This design comes from an exercise in tuning for small area on the open sky130 flow, not from production work.
Function was checked by simulation only, so behaviour that the tests miss may differ from the original.
The flow treats the clock pin as an ideal source, which a real chip does not have.
No activity file was given, so power comes from the tool's default toggle rates.

===== flow/design.v =====
`timescale 1ns / 1ps
module dodge_plane(
  input clk,
  input reset,
  input [3:0] vry,
  input high_s,
  input medium_s,
  input low_s,
  output h_sync,
  output v_sync,
  output [3:0] red,
  output [3:0] green,
  output [3:0] blue
  );
  function lt(input [9:0] a, input [9:0] c);
    integer i; reg r;
    begin
      r = 1'b0;
      for (i = 0; i < 10; i = i + 1) r = c[i] ? (~a[i] | r) : (~a[i] & r);
      lt = r;
    end
  endfunction
  function gt(input [9:0] a, input [9:0] c);
    gt = ~lt(a, c + 10'd1);
  endfunction
  function [10:0] add10(input [9:0] a, input [9:0] b, input ci);
    integer i; reg c; reg [9:0] s;
    begin
      c = ci;
      for (i = 0; i < 10; i = i + 1) begin
        s[i] = a[i] ^ b[i] ^ c;
        c = (a[i] & b[i]) | (c & (a[i] ^ b[i]));
      end
      add10 = {c, s};
    end
  endfunction
  function [9:0] inc10(input [9:0] a);
    integer i; reg c;
    begin
      c = 1'b1;
      for (i = 0; i < 10; i = i + 1) begin
        inc10[i] = a[i] ^ c;
        c = c & a[i];
      end
    end
  endfunction
  function [8:0] dec9(input [8:0] a);
    integer i; reg c;
    begin
      c = 1'b1;
      for (i = 0; i < 9; i = i + 1) begin
        dec9[i] = a[i] ^ c;
        c = c & ~a[i];
      end
    end
  endfunction
  reg [9:0] xo;
  reg [9:0] y;
  wire x_end = xo[9] & ~xo[8] & (&xo[7:4]) & (&xo[2:0]);    
  wire y_end = y[9] & y[3] & y[2];         
  wire x_zero = (xo == 10'd984);           
  always @(posedge clk) begin
    if (reset)
      xo <= 10'd984;
    else
      xo <= x_end ? 10'd984 : inc10(xo);
    if (reset)
      y <= 10'd1023;
    else if (x_zero)
      y <= y_end ? 10'd0 : inc10(y);
  end
  assign v_sync = lt(y, 490) | ~lt(y, 492);
  assign h_sync = lt(xo, 616) | ~lt(xo, 712);    
  reg [1:0] step;            
  reg [8:0] p;               
  reg [9:0] pc;              
  reg [13:0] col;            
  reg [8:0] b1, b2, b3, b4, b5, b6, b7, b8, b9;    
  reg [9:0] k1, k5, k8;      
  reg [8:0] k2, k7;          
  reg [7:0] k3, k6;          
  reg [7:0] k4, k9;          
  reg [2:0] c;
  wire cr  = c[2];
  wire cg3 = c[1] & (c[2] | ~c[0]);
  wire cg0 = c[1];
  wire cb3 = c[2] ? c[1] : (~c[1] & c[0]);
  wire cb1 = c[2] ? c[0] : (~c[1] & c[0]);
  assign red   = {4{cr}};
  assign green = {cg3, cg3, cg3, cg0};
  assign blue  = {cb3, cb3, cb1, cb1};
  function [7:0] lf8(input [7:0] s, input t);
    lf8 = {s[6:0], s[7] ^ s[5] ^ s[4] ^ s[3] ^ t};
  endfunction
  function [8:0] lf9(input [8:0] s, input t);
    lf9 = {s[7:0], s[8] ^ s[4] ^ t};
  endfunction
  function [9:0] lf10(input [9:0] s, input t);
    lf10 = {s[8:0], s[9] ^ s[6] ^ t};
  endfunction
  function [13:0] lf14(input [13:0] s);
    lf14 = {s[12:0], s[13] ^ s[4] ^ s[2] ^ s[0]};
  endfunction
  wire xin = lt(xo, 561);                        
  wire border_o = ~xin | gt(y, 440) | lt(y, 40);                  
  wire border_g = ~xin | gt(y, 440) | (lt(y, 40) & gt(y, 30)) | lt(y, 10);
  wire health = gt(y, 10) & lt(y, 30);
  wire game_over = (col == 14'h0019);
  wire col11 = (col == 14'h3a46);
  wire l1 = gt(y, 60)  & lt(y, 90);
  wire l2 = gt(y, 160) & lt(y, 190);
  wire l3 = gt(y, 360) & lt(y, 390);
  wire l4 = gt(y, 110) & lt(y, 140);
  wire l5 = gt(y, 200) & lt(y, 230);
  wire l6 = gt(y, 250) & lt(y, 280);
  wire l7 = gt(y, 290) & lt(y, 320);
  wire l8 = gt(y, 325) & lt(y, 355);
  wire l9 = gt(y, 400) & lt(y, 430);
  wire lane = l1 | l2 | l3 | l4 | l5 | l6 | l7 | l8 | l9;
  wire [8:0] bsel = ({9{l1}} & b1) | ({9{l2}} & b2) | ({9{l3}} & b3) |
                    ({9{l4}} & b4) | ({9{l5}} & b5) | ({9{l6}} & b6) |
                    ({9{l7}} & b7) | ({9{l8}} & b8) | ({9{l9}} & b9);
  wire rec = lane & (bsel == 9'd0);
  wire [10:0] dx = add10(xo, {1'b1, ~bsel}, 1'b1);
  wire blk = lane & dx[10] & lt(dx[9:0], 39);
  wire [10:0] dy = add10(y, {1'b1, ~p}, 1'b0);
  wire dyp = dy[10] & (dy[9:6] == 4'd0);
  wire [9:0] d6 = {4'd0, dy[5:0]};
  wire plane_pix = dyp & (
      (gt(xo, 92) & lt(xo, 105) & lt(d6, 33)) |
      (gt(xo, 67) & lt(xo, 112) & gt(d6, 11) & lt(d6, 21)) |
      (gt(xo, 60) & lt(xo, 67) & gt(d6, 7)  & lt(d6, 25)) |
      ((xo == 113)             & gt(d6, 13) & lt(d6, 19)));
  function inr(input [8:0] v, input [8:0] lo, input [8:0] hi);
    inr = ~lt({1'b0, v}, {1'b0, lo}) & lt({1'b0, v}, {1'b0, hi} + 10'd1);
  endfunction
  function le(input [8:0] v, input [8:0] c);
    le = lt({1'b0, v}, {1'b0, c} + 10'd1);
  endfunction
  function ge(input [8:0] v, input [8:0] c);
    ge = ~lt({1'b0, v}, {1'b0, c});
  endfunction
  function pin(input [8:0] v, input [8:0] lo, input [8:0] hi);
    pin = inr(v, lo - 9'd34, hi - 9'd34) | inr(v, lo, hi);
  endfunction
  wire hit = (pin(p, 60, 90)   & inr(b1, 21, 113)) |
             (pin(p, 160, 190) & inr(b2, 21, 113)) |
             (pin(p, 360, 390) & ((le(b3, 113) & ge(b2, 61)) | (le(b3, 73) & ge(b2, 21)))) |
             (pin(p, 110, 140) & inr(b4, 21, 113)) |
             (pin(p, 200, 230) & ((le(b5, 113) & ge(b2, 61)) | inr(b5, 21, 73))) |
             (pin(p, 250, 280) & inr(b6, 21, 113)) |
             (pin(p, 290, 320) & inr(b7, 21, 113)) |
             (pin(p, 325, 355) & inr(b8, 21, 113)) |
             (pin(p, 400, 430) & inr(b9, 21, 113));
  wire run = ~reset & ~game_over;
  wire plane_vis = ~border_g & ~health & plane_pix;
  wire sel_plane = run & ~rec & plane_vis;
  wire sel_blk = run & ~rec & ~plane_vis & blk;
  wire pc_term = (pc == 10'h0d1);
  wire yin = gt(y, 40) & lt(y, 440);
  wire down = vry[3] & ~(vry[2] & vry[1] & vry[0]) & (vry[2] | vry[1] | vry[0]);
  wire up = ~vry[3] & ~vry[2];
  wire move = sel_plane & pc_term & yin & (down | up);
  wire hit2 = sel_plane & pc_term & ~yin;
  wire col_inc = run & (hit | hit2);
  wire t1 = (k1 == 10'h2b2), t5 = (k5 == 10'h2b2), t8 = (k8 == 10'h2b2);
  wire t2 = (k2 == 9'h084), t7 = (k7 == 9'h084);
  wire t3 = (k3 == 8'h3b), t6 = (k6 == 8'h3b);
  wire t4 = (k4 == 8'h90), t9 = (k9 == 8'h90);
  wire tsel = (l1 & t1) | (l2 & t2) | (l3 & t3) | (l4 & t4) | (l5 & t5) |
              (l6 & t6) | (l7 & t7) | (l8 & t8) | (l9 & t9);
  wire bwr = reset | (run & rec) | (sel_blk & tsel);
  wire [8:0] bnew = (reset | rec) ? 9'h1ff : dec9(bsel);
  wire [10:0] padd = add10({1'b0, p}, {{8{~down}}, step ^ {2{~down}}}, ~down);
  wire [8:0] pnew = padd[8:0];
  always @(posedge clk) begin
    if (reset) step <= 2'd1;
    else if (high_s) step <= 2'd3;
    else if (medium_s) step <= 2'd2;
    else if (low_s) step <= 2'd1;
    if (reset) p <= 9'd100;
    else if (move) p <= pnew;
    if (reset) pc <= 10'h0d1;
    else if (sel_plane & (~pc_term | (yin & (down | up))))
      pc <= lf10(pc, pc_term);
    if (reset) col <= 14'h3fff;
    else if (col_inc) col <= lf14(col);
    if (bwr & (reset | l1)) b1 <= bnew;
    if (bwr & (reset | l2)) b2 <= bnew;
    if (bwr & (reset | l3)) b3 <= bnew;
    if (bwr & (reset | l4)) b4 <= bnew;
    if (bwr & (reset | l5)) b5 <= bnew;
    if (bwr & (reset | l6)) b6 <= bnew;
    if (bwr & (reset | l7)) b7 <= bnew;
    if (bwr & (reset | l8)) b8 <= bnew;
    if (bwr & (reset | l9)) b9 <= bnew;
    if (reset) begin
      k1 <= 10'h2b2; k5 <= 10'h2b2; k8 <= 10'h2b2;
      k2 <= 9'h084;  k7 <= 9'h091;
      k3 <= 8'h0d;   k6 <= 8'hfb;
      k4 <= 8'h47;   k9 <= 8'h06;
    end else if (sel_blk) begin
      if (l1) k1 <= lf10(k1, t1);
      if (l5) k5 <= lf10(k5, t5);
      if (l8) k8 <= lf10(k8, t8);
      if (l2) k2 <= lf9(k2, t2);
      if (l7) k7 <= lf9(k7, t7);
      if (l3) k3 <= lf8(k3, t3);
      if (l6) k6 <= lf8(k6, t6);
      if (l4) k4 <= lf8(k4, t4);
      if (l9) k9 <= lf8(k9, t9);
    end
  end
  wire title_box = lt(xo, 390) & gt(xo, 170) & gt(y, 330) & lt(y, 430);
  wire title_txt =
      (lt(xo, 220) & gt(xo, 180) & ((gt(y, 340) & lt(y, 350)) | (gt(y, 370) & lt(y, 380)))) |
      (lt(xo, 190) & gt(xo, 180) & gt(y, 340) & lt(y, 420)) |
      (lt(xo, 220) & gt(xo, 210) & gt(y, 340) & lt(y, 380)) |
      (lt(xo, 240) & gt(xo, 230) & gt(y, 340) & lt(y, 420)) |
      (lt(xo, 270) & gt(xo, 230) & gt(y, 410) & lt(y, 420)) |
      (lt(xo, 290) & gt(xo, 280) & gt(y, 340) & lt(y, 420)) |
      (lt(xo, 320) & gt(xo, 280) & gt(y, 340) & lt(y, 350)) |
      (lt(xo, 320) & gt(xo, 280) & gt(y, 380) & lt(y, 390)) |
      (lt(xo, 320) & gt(xo, 310) & gt(y, 340) & lt(y, 420)) |
      (lt(xo, 340) & gt(xo, 330) & gt(y, 340) & lt(y, 380)) |
      (lt(xo, 380) & gt(xo, 330) & gt(y, 370) & lt(y, 380)) |
      (lt(xo, 380) & gt(xo, 370) & gt(y, 340) & lt(y, 380)) |
      (lt(xo, 360) & gt(xo, 350) & gt(y, 370) & lt(y, 420));
  wire title_red = border_o | (title_box & ~title_txt);
  function rr(input [9:0] a, input [9:0] x0, input [9:0] x1,
              input [9:0] b, input [9:0] y0, input [9:0] y1);
    rr = ~lt(a, x0) & lt(a, x1 + 10'd1) & ~lt(b, y0) & lt(b, y1 + 10'd1);
  endfunction
  wire go_txt =
      rr(xo,79,170,y,130,150) | rr(xo,79,99,y,130,230) | rr(xo,79,170,y,210,230) |
      rr(xo,150,170,y,160,230) | rr(xo,129,170,y,160,180) |
      rr(xo,179,270,y,130,150) | rr(xo,179,199,y,130,230) | rr(xo,250,270,y,130,230) |
      rr(xo,179,270,y,170,190) |
      rr(xo,279,370,y,130,150) | rr(xo,279,299,y,130,230) | rr(xo,314,334,y,130,180) |
      rr(xo,350,370,y,130,230) |
      rr(xo,379,470,y,130,150) | rr(xo,379,399,y,130,230) | rr(xo,379,429,y,170,190) |
      rr(xo,379,470,y,210,230) |
      rr(xo,79,170,y,250,270) | rr(xo,79,99,y,250,350) | rr(xo,79,129,y,290,310) |
      rr(xo,79,170,y,330,350) |
      rr(xo,179,270,y,250,270) | rr(xo,179,199,y,250,350) | rr(xo,250,270,y,250,350) |
      rr(xo,279,370,y,250,270) | rr(xo,279,299,y,250,350) | rr(xo,279,370,y,320,350) |
      rr(xo,350,370,y,250,350);
  always @(posedge clk) begin
    if (reset) begin
      c <= title_red ? 3'b100 : 3'b111;
    end else if (game_over) begin
      if (border_o)    c <= 3'b011;
      else if (go_txt) c <= 3'b101;
      else             c <= 3'b111;
    end else if (rec) begin
    end else if (plane_vis) begin
      c <= 3'b001;                                   
    end else if (blk) begin
      c <= 3'b100;                                   
    end else if (border_g) begin
      c <= 3'b000;                                   
    end else if (health) begin
      if (~col11) c <= 3'b010;                       
    end else begin
      c <= 3'b111;                                   
    end
  end
endmodule

===== flow/run.sh =====
#!/bin/bash
# synth_recipe.tcl (not shown) runs the flow's synth.tcl, then flattens the netlist and writes it again
# the make line also repeats each setting of config.mk as NAME=value (left out here)
make -C /OpenROAD-flow-scripts/flow DESIGN_CONFIG=/design/flow/config.mk WORK_HOME=/design/flow/orfs CLKGATE_MAP_FILE= SYNTH_SCRIPT=/design/flow/synth_recipe.tcl finish

===== flow/config.mk =====
export PLATFORM = sky130hd
export DESIGN_NAME = dodge_plane
export DESIGN_NICKNAME = dodge_plane
export VERILOG_FILES = /design/flow/design.v
export SDC_FILE = /design/flow/constraint.sdc
export NUM_CORES = 4
export LEC_CHECK = 0
export CAP_MARGIN = 20
export CORE_MARGIN = 2
export CORE_UTILIZATION = 65
export CTS_BUF_LIST = sky130_fd_sc_hd__clkbuf_16
export CTS_CLUSTER_DIAMETER = 80
export CTS_CLUSTER_SIZE = 30
export SLEW_MARGIN = 20

===== flow/constraint.sdc =====
create_clock -name core_clock -period 10.0 [get_ports {clk}]
set_input_delay 2.0000 -clock core_clock [delete_from_list [all_inputs] [get_ports {clk}]]
set_output_delay 2.0000 -clock core_clock [all_outputs]
set_load 0.01 [all_outputs]

==> results of run 1 <==
-- cell usage in the layout (no fill, tap or decap), types with 8 or more instances in the layout --
master	count
nand2_1	158
dfxtp_1	135
nor2_1	134
mux2i_1	93
edfxtp_1	84
inv_1	79
o21ai_0	70
a21oi_1	46
nand3_1	41
ha_1	39
nor3_1	36
fa_1	23
nand2b_1	22
clkdlybuf4s50_1	21
nor4_1	19
buf_4	19
nand4_1	17
a211oi_1	17
a31oi_1	17
o211ai_1	16
o21ai_1	14
clkbuf_16	13
and2_1	12
o21a_1	12
or4_1	11
xnor2_1	10
o22ai_1	9
a22oi_1	9
o311ai_0	9
nor2b_1	8
nor3b_1	8
nor4b_1	8
or3_1	8
o2111ai_1	8
-- routing by layer --
| layer | vias to the layer above | track usage |
|---|---|---|
| met1 | 5309 | 0.446 |
| met4 | 0 | 0.207 |
| met3 | 180 | 0.0538 |
| met5 | - | 0 |
| li1 | 5092 | - |
| met2 | 637 | 0.562 |
-- registers in the layout, summed over array words and instances, names as in the netlist, 10 cells and up --
name  cells
k8       10
col      14
xo       10
k1       10
pc       10
k5       10
y        10
-- tightest hold or removal path: stages, from the launching register on --
cell and delay, ns:
dfxtp_1 0.34, nand2_1 0.06, mux2i_1 0.05
-- final timing paths --
check | start | to | slack, ns | depth (start not counted)
worst max-delay path | y[3] | b6[7] | 1.47 | 29
worst min-delay path | k6[1] | k6[2] | 0.48 | 2
worst max register to register | y[3] | b6[7] | 1.47 | 29
worst min register to register | k6[1] | k6[2] | 0.48 | 2
-- area by class of cell --
cell class                      count  share of cell area
Inverter                           81              0.0223
Clock inverter                      9             0.00918
Timing Repair Buffer               40              0.0259
Tap cell                          265              0.0243
Antenna cell                        1            0.000184
Multi-Input combinational cell   1021               0.511
Sequential cell                   219               0.383
Clock buffer                       13              0.0239
-- logic make-up (layout without fill, tap and decap cells) --
| kind of cell | Yosys count | after routing | share of synthesized area |
|---|---|---|---|
| multiplexers | 96 | 96 | 0.0745 |
| XOR/XNOR | 15 | 15 | 0.0101 |
| buffers and inverters | 169 | 143 | 0.0591 |
| adder cells (fa/ha/maj) | 63 | 63 | 0.0740 |
| flip-flops | 219 | 219 | 0.404 |
| AO/OA/AOI/OAI | 315 | 315 | 0.171 |
| other | 0 | 1 | 0 |
| AND/OR/NAND/NOR | 532 | 532 | 0.207 |
-- power by group through the flow --
| stage | clock [mW] | sequential, mW | combinational [mW] |
|---|---|---|---|
| after global placement | 0 | 1.22 | 0.516 |
| final | 0.595 | 1.21 | 0.545 |
| after detailed placement | 0 | 1.22 | 0.528 |
| after CTS | 0.601 | 1.20 | 0.530 |
| after floorplan | 0 | 1.15 | 0.384 |
| after global routing | 0.634 | 1.21 | 0.590 |
-- through the flow --
step / worst slack (ns) / hold WS (ns) / power (mW) / instances / instance area [µm²]
floorplan: 2.64 / 0.443 / 1.53 / 1409 / 12900
global placement: 1.87 / 0.457 / 1.73 / 1626 / 13200
detailed placement: 1.37 / 0.464 / 1.75 / 1626 / 13200
CTS: 1.36 / 0.484 / 2.33 / 1648 / 13600
global route: 1.04 / 0.503 / 2.44 / 1648 / 13600
finish: 1.47 / 0.481 / 2.35 / 1649 / 13600
==> flow_metrics.tcl, run 1 <==
set metrics [dict create \
    fillers 1518 \
    drt-total-wl_um 37100 \
    coreArea_mm2 0.0195 \
    drt_pass1_iterations 7 \
    postSynthCellCount 1409 \
    cpLargestDelayFamily "adder cells" \
    setup_tns_ns 0 \
    clock-root-buffer "clkbuf_16" \
    dieHeight_um 145 \
    cp_num_buf_inv 5 \
    cpPeakStageDelay_ns 1.02 \
    cts_setup_buffers 0 \
    grt_start_max_net_pins 82 \
    maxSlewViolCount 0 \
    synth_area_leaders "dfxtp_1 (21%), edfxtp_1 (19%), mux2i_1 (7.2%)" \
    seq_power_share 0.515 \
    grt_pass1_vias 10600 \
    power.density_mw_per_mm2 172 \
    fin_crit_sh 0.853 \
    final_hold_viol_count 0 \
    layout.nets 1447 \
    overflow 0 \
    gp_congestion 0.984 \
    grt_pass1_wl_um 58600 \
    vias_per_cell 6.80 \
    htreeDepth 1 \
    pwr-share-comb 0.232 \
    fin_skew_ns 0.0334 \
    syn_nets 1480 \
    rsz0062_at_grt "false" \
    clkTransAtPathRegs_ns 0.11 \
    setup_viol 0 \
    synth-edff-count 84 \
    drc 0 \
    crit_top_cell "fa_1" \
    syn_avg_cell_area_um2 9.19 \
    routed-via-count 11200 \
    async_flop_share 0 \
    initialDrtViolationCount 1649 \
    yosysUniqueCellTypes 91 \
    yosysWarningCount 1 \
    max_cap_violations 0 \
    relSlewSlack 0.309 \
    ff_latch_area_mm2 0.00523 \
    yosysTopAreaCellShare 0.209 \
    cts_buffers 13 \
    top_layer_used "met4" \
    die-area_mm2 0.0211 \
    final_util 0.698 \
    p_clk_frac 0.253 \
    ios 23 \
    grt_usage 0.348 \
    initial_core_util 0.663 \
    wl_met2_um 17200 \
    p_leak_nw 5.32 \
    wire_per_inst_um 22.5 \
    area_growth_syn_to_layout_pct 5.32 \
    port_buffers 22 \
    hold_path.class "reg -> reg" \
    grt_antenna_before_repair 0 \
    netlist_top_cells_count "nand2_1 (158), dfxtp_1 (135), nor2_1 (134)" \
    clk_latency_ns 0.52 \
    ant_nets 0 \
    multi_input_area_mm2 0.00697 \
    synthMostInstantiatedCell "nand2_1" \
    wl_met1_um 14100 \
    die_width_um 145 \
    critPathSlowestCell "dfxtp_1" \
    swShare 0.356 \
    synth-main-ff-cell "dfxtp_1" \
    max_freq_mhz 117 \
    cts_tree "yes" \
    p_int_mw 1.51 \
    peakVddDrop_uv 166 \
    yosys.area.top_type "dfxtp_1" \
    cp_max_fo 27 \
    ys_seq_elements 219 \
    postCtsHoldBufs 0 \
    post_route_cells_drive_above_1_share 0.0542 \
    outcome "timing/DRC/antenna clean" \
    num_rows 51 \
    post-route-min-period_ns 8.53 \
    max_slew.worst_pin.slew_ns 1.04 \
    cp.arrival_ns 8.69 \
    startpoint_type "flop" \
    clock_sinks 219 \
    netSwitchingPower_mw 0.837 \
    synth-seq-area-share 0.404 \
    critPathRequiredTime_ns 10.16 \
    wl_met3_um 3170 \
    cts_repair_resize_count 0 \
    crit_type "reg -> reg" \
    end_kind "flop" \
    dpl.hpwl_um 27400 \
    clk_path_buf_depth 3 \
    syn-cell-area_mm2 0.0129 \
]
==> run 2: changes to the inputs <==
==> flow/flow/run.sh (new file) <==
#!/bin/bash
# The standard layout (standard.sh, unchanged synthesis and steps), with
# three changes to how the layout is made:
#  - port buffers are sky130_fd_sc_hd__buf_1 (every port still gets one);
#  - clock tree synthesis without dummy loads (clustering as in config.mk);
#  - after CTS, logic cells are downsized to drive 1 where timing, slew and
#    capacitance allow (flow/downsize.tcl), then placement is re-legalized.
# make's full output goes to standard.log; ORFS's per-step logs are under orfs/logs.
set -euo pipefail
HERE=$(pwd)
export BUFFER_PORTS_ARGS="-buffer_cell sky130_fd_sc_hd__buf_1"
export CTS_ARGS="-sink_clustering_enable -repair_clock_nets -sink_clustering_size 30 -sink_clustering_max_diameter 80 -buf_list sky130_fd_sc_hd__clkbuf_16 -dont_use_dummy_load"
export POST_CTS_TCL="$HERE/flow/post_cts.tcl"
bash standard.sh > standard.log 2>&1
==> flow/flow/downsize.tcl (new file) <==
# Try each multi-drive cell at drive 1 (same function); keep the change if setup/hold slack stay >= margin and no slew/cap violations.
proc core_area {} { set a 0; foreach i [[ord::get_db_block] getInsts] { set m [$i getMaster]; if {[$m getType] eq "CORE"} { set a [expr {$a + [$m getWidth]*[$m getHeight]}] } }; return [expr {$a/1e6}] }
proc try_downsize {margin} {
  set db [ord::get_db]
  set changed 0
  set sv0 [sta::max_slew_violation_count]; set cv0 [sta::max_capacitance_violation_count]
  foreach inst [[ord::get_db_block] getInsts] {
    set m [$inst getMaster]; set n [$m getName]
    if {[$m getType] ne "CORE"} continue
    if {[string match *clkbuf* $n] || [string match *clkinv* $n] || [string match *df* $n]} continue
    if {![regexp {^(.*)_(\d+)$} $n -> base d] || $d <= 1} continue
    set cand ""
    foreach s {1 0} { set c [$db findMaster ${base}_$s]; if {$c ne "NULL"} { set cand $c; break } }
    if {$cand eq ""} continue
    set iname [$inst getName]
    if {[catch {replace_cell [get_cells $iname] [$cand getName]}]} continue
    estimate_parasitics -placement
    set ok [expr {[sta::worst_slack_cmd max] >= $margin && [sta::worst_slack_cmd min] >= 0.05e-9 && [sta::max_slew_violation_count] <= $sv0 && [sta::max_capacitance_violation_count] <= $cv0}]
    if {!$ok} { replace_cell [get_cells $iname] $n; estimate_parasitics -placement } else { incr changed }
  }
  return $changed
}
==> flow/flow/post_cts.tcl (new file) <==
# After CTS: give each multi-drive logic cell its drive-1 variant when setup
# slack stays >= 0.5 ns, hold slack >= 0.05 ns and no max-slew or
# max-capacitance violation is added; then re-legalize the placement.
source [file join [file dirname [info script]] downsize.tcl]
set n [try_downsize 0.5e-9]
puts "post_cts: downsized $n cells"
detailed_placement
check_placement -verbose
==> flow/standard.sh (new file) <==
#!/bin/bash
# synth_recipe.tcl (not shown) runs the flow's synth.tcl, then flattens the netlist and writes it again
# the make line also repeats each setting of config.mk as NAME=value (left out here)
make -C /OpenROAD-flow-scripts/flow DESIGN_CONFIG=/design/flow/config.mk WORK_HOME=/design/flow/orfs CLKGATE_MAP_FILE= SYNTH_SCRIPT=/design/flow/synth_recipe.tcl "${@:-finish}"
removed: flow/run.sh
==> flow_metrics.tcl, run 2 <==
set metrics [dict create \
    outcome "timing/DRC/antenna clean" \
    yosysTopAreaCellShare 0.209 \
    grt_antenna_before_repair 0 \
    setup_viol 0 \
    cp_max_fo 18 \
    yosys.area.top_type "dfxtp_1" \
    vias_per_cell 6.65 \
    worst_r2r_endpoint "b8[3]" \
    ys_seq_elements 219 \
    synth-main-ff-cell "dfxtp_1" \
    synth-edff-count 84 \
    yosysWarningCount 1 \
    netSwitchingPower_mw 0.755 \
    maxSlewViolCount 0 \
    grt_start_max_net_pins 67 \
    max_cap_violations 0 \
    crit_type "reg -> reg" \
    fillers 1668 \
    grt_pass1_vias 10300 \
    routed-via-count 10900 \
    startpoint_type "flop" \
    cpPeakStageDelay_ns 0.78 \
    rsz0062_at_grt "false" \
    peakVddDrop_uv 124 \
    clkTransAtPathRegs_ns 0.11 \
    hold_path.class "reg -> reg" \
    rrSetupSlack_ns 1.11 \
    drt_pass1_iterations 6 \
    die_width_um 145 \
    syn-cell-area_mm2 0.0129 \
    clk_latency_ns 0.50 \
    cts_tree "yes" \
    syn_avg_cell_area_um2 9.19 \
    yosysUniqueCellTypes 91 \
    dieHeight_um 145 \
    grt_pass1_wl_um 55400 \
    post-route-min-period_ns 8.89 \
    initialDrtViolationCount 1166 \
    seq_power_share 0.546 \
    netlist_top_cells_count "nand2_1 (158), dfxtp_1 (135), nor2_1 (134)" \
    max_flop_register "col" \
    final_cells 1639 \
    p_clk_frac 0.219 \
    synth_area_leaders "dfxtp_1 (21%), edfxtp_1 (19%), mux2i_1 (7.2%)" \
    end_kind "flop" \
    syn_nets 1480 \
    async_flop_share 0 \
    endpoint "b8[3]" \
    fin_skew_ns 0.0889 \
    critPathRequiredTime_ns 10.13 \
    synth-seq-area-share 0.404 \
    p_leak_nw 5.14 \
    coreArea_mm2 0.0195 \
    synthMostInstantiatedCell "nand2_1" \
    grt_usage 0.328 \
    pwr-share-comb 0.235 \
    crit_top_cell "fa_1" \
    layout.nets 1447 \
    setup_tns_ns 0 \
    ant_nets 0 \
    max_freq_mhz 112 \
    clock_sinks 219 \
    power.density_mw_per_mm2 168 \
    ios 23 \
    drc 0 \
    cp.arrival_ns 9.03 \
    die-area_mm2 0.0211 \
    post_route_cells_drive_above_1_share 0.0167 \
    multi_input_area_mm2 0.00683 \
    initial_core_util 0.663 \
    drt-total-wl_um 35300 \
    num_rows 51 \
    r2r_start "y[7]" \
    postSynthCellCount 1409 \
    final_hold_viol_count 0 \
    port_buffers 22 \
    max_slew.worst_pin.slew_ns 1.11 \
    p_int_mw 1.45 \
    area_growth_syn_to_layout_pct 1.66 \
    wire_per_inst_um 21.5 \
    largest_register_ffs 14 \
    n_antenna_cell 0 \
    dpl.hpwl_um 26300 \
    dp_cells 1627 \
    swShare 0.342 \
    reg2reg_depth 29 \
    ff_latch_area_mm2 0.00523 \
    overflow 0 \
    fin_crit_sh 0.889 \
    critPathSlowestCell "o21ai_1" \
    gp_congestion 1.07 \
    relSlewSlack 0.259 \
    mostFrequentLayoutCells "nand2_1 (158), nor2_1 (141), dfxtp_1 (135)" \
    worstSetupStartpoint "y[7]" \
    final_util 0.674 \
    layout_commonest_cell "nand2_1" \
]
## run 2: cell types whose count changed in the layout (fill, tap and decap cells not counted), sizes merged
cell	before	now
diode	1	0
clkbuf	13	15
buf	19	38
clkinv	7	4
clkdlybuf4s50	21	0
inv	83	77
## run 2: how the worst min path moves through the flow
stage	startpoint	endpoint	slack, ns	depth (start not counted)
final	col[10]	col[11]	0.47	2
after global routing	k5[3]	k5[3]	0.51	2
after detailed placement	k5[3]	k5[3]	0.47	2
after global placement	k5[3]	k5[3]	0.46	2
after floorplan	k5[3]	k5[3]	0.44	2
## run 2: metrics by stage
step / hold WS, ns / total power, mW / area (µm²) / setup WS [ns]
floorplan: 0.443 / 1.53 / 12900 / 2.64
global placement: 0.456 / 1.73 / 13100 / 1.85
detailed placement: 0.467 / 1.74 / 13100 / 1.40
global route: 0.509 / 2.29 / 13200 / 0.538
finish: 0.471 / 2.21 / 13200 / 1.11
## run 2: power groups by stage
| stage | clock [mW] | combinational, mW | sequential [mW] |
|---|---|---|---|
| 3_3_place_gp | 0 | 0.513 | 1.22 |
| 2_1_floorplan | 0 | 0.384 | 1.15 |
| 6_report | 0.483 | 0.518 | 1.21 |
| 5_1_grt | 0.518 | 0.561 | 1.21 |
| 3_5_place_dp | 0 | 0.521 | 1.22 |
## run 2: logic make-up after synthesis
| family | count (synthesis) | share of synthesized area |
|---|---|---|
| AO/OA/AOI/OAI | 315 | 0.171 |
| buffers and inverters | 169 | 0.0591 |
| XOR/XNOR | 15 | 0.0101 |
| AND/OR/NAND/NOR | 532 | 0.207 |
| adder cells (fa/ha/maj) | 63 | 0.0740 |
| flip-flops | 219 | 0.404 |
| multiplexers | 96 | 0.0745 |
## run 2: critical path: cells and delay by family (launching register included)
kind	cells	cell delay, ns
compound gates	6	2.22
flops	1	0.32
fa+ha+maj	10	2.99
simple gates	6	1.60
buf+inv	7	1.43
## run 2: layer usage
metal,GRT usage,share of wire,routed length (µm)
met1,0.432,0.40,14000
met3,0.0418,0.082,2880
met2,0.535,0.46,16300
met4,0.169,0.059,2070
met5,0,0,0
## run 2: layout make-up
class / instances / share of cell area
well taps: 265 / 0.0252
clock buffers: 12 / 0.0228
multi-input cells: 1021 / 0.519
repair buffers: 41 / 0.0133
inverters: 81 / 0.0231
flip-flops and latches: 219 / 0.397

-- port drivers added, routing unchanged --
In the flow no input, the clock included, has a driving cell. The finished layouts below were timed again as built, in two steps.
Step 1: set_driving_cell puts a clkbuf_16 on clk and a buf_2 on each other input, an assumption about the parent block.
Step 2 also shifts input and output timing later by t, the mid clock arrival at the registers, as if the neighbouring blocks saw the same clock.
Three values: ideal, step 1, step 2; two values: the first two.
run | t, ns | setup WS [ns] | worst setup path at the end | worst register clock-pin slew, ns | worst data-port slew with drivers (ns)
run 1 | 0.550 | 1.466 / 1.466 / 1.466 | register to register | 0.11 / 0.11 | 0.03
run 2 | 0.508 | 1.107 / 1.107 / 1.107 | register to register | 0.11 / 0.11 | 0.04
After both steps every run listed still meets setup and hold.
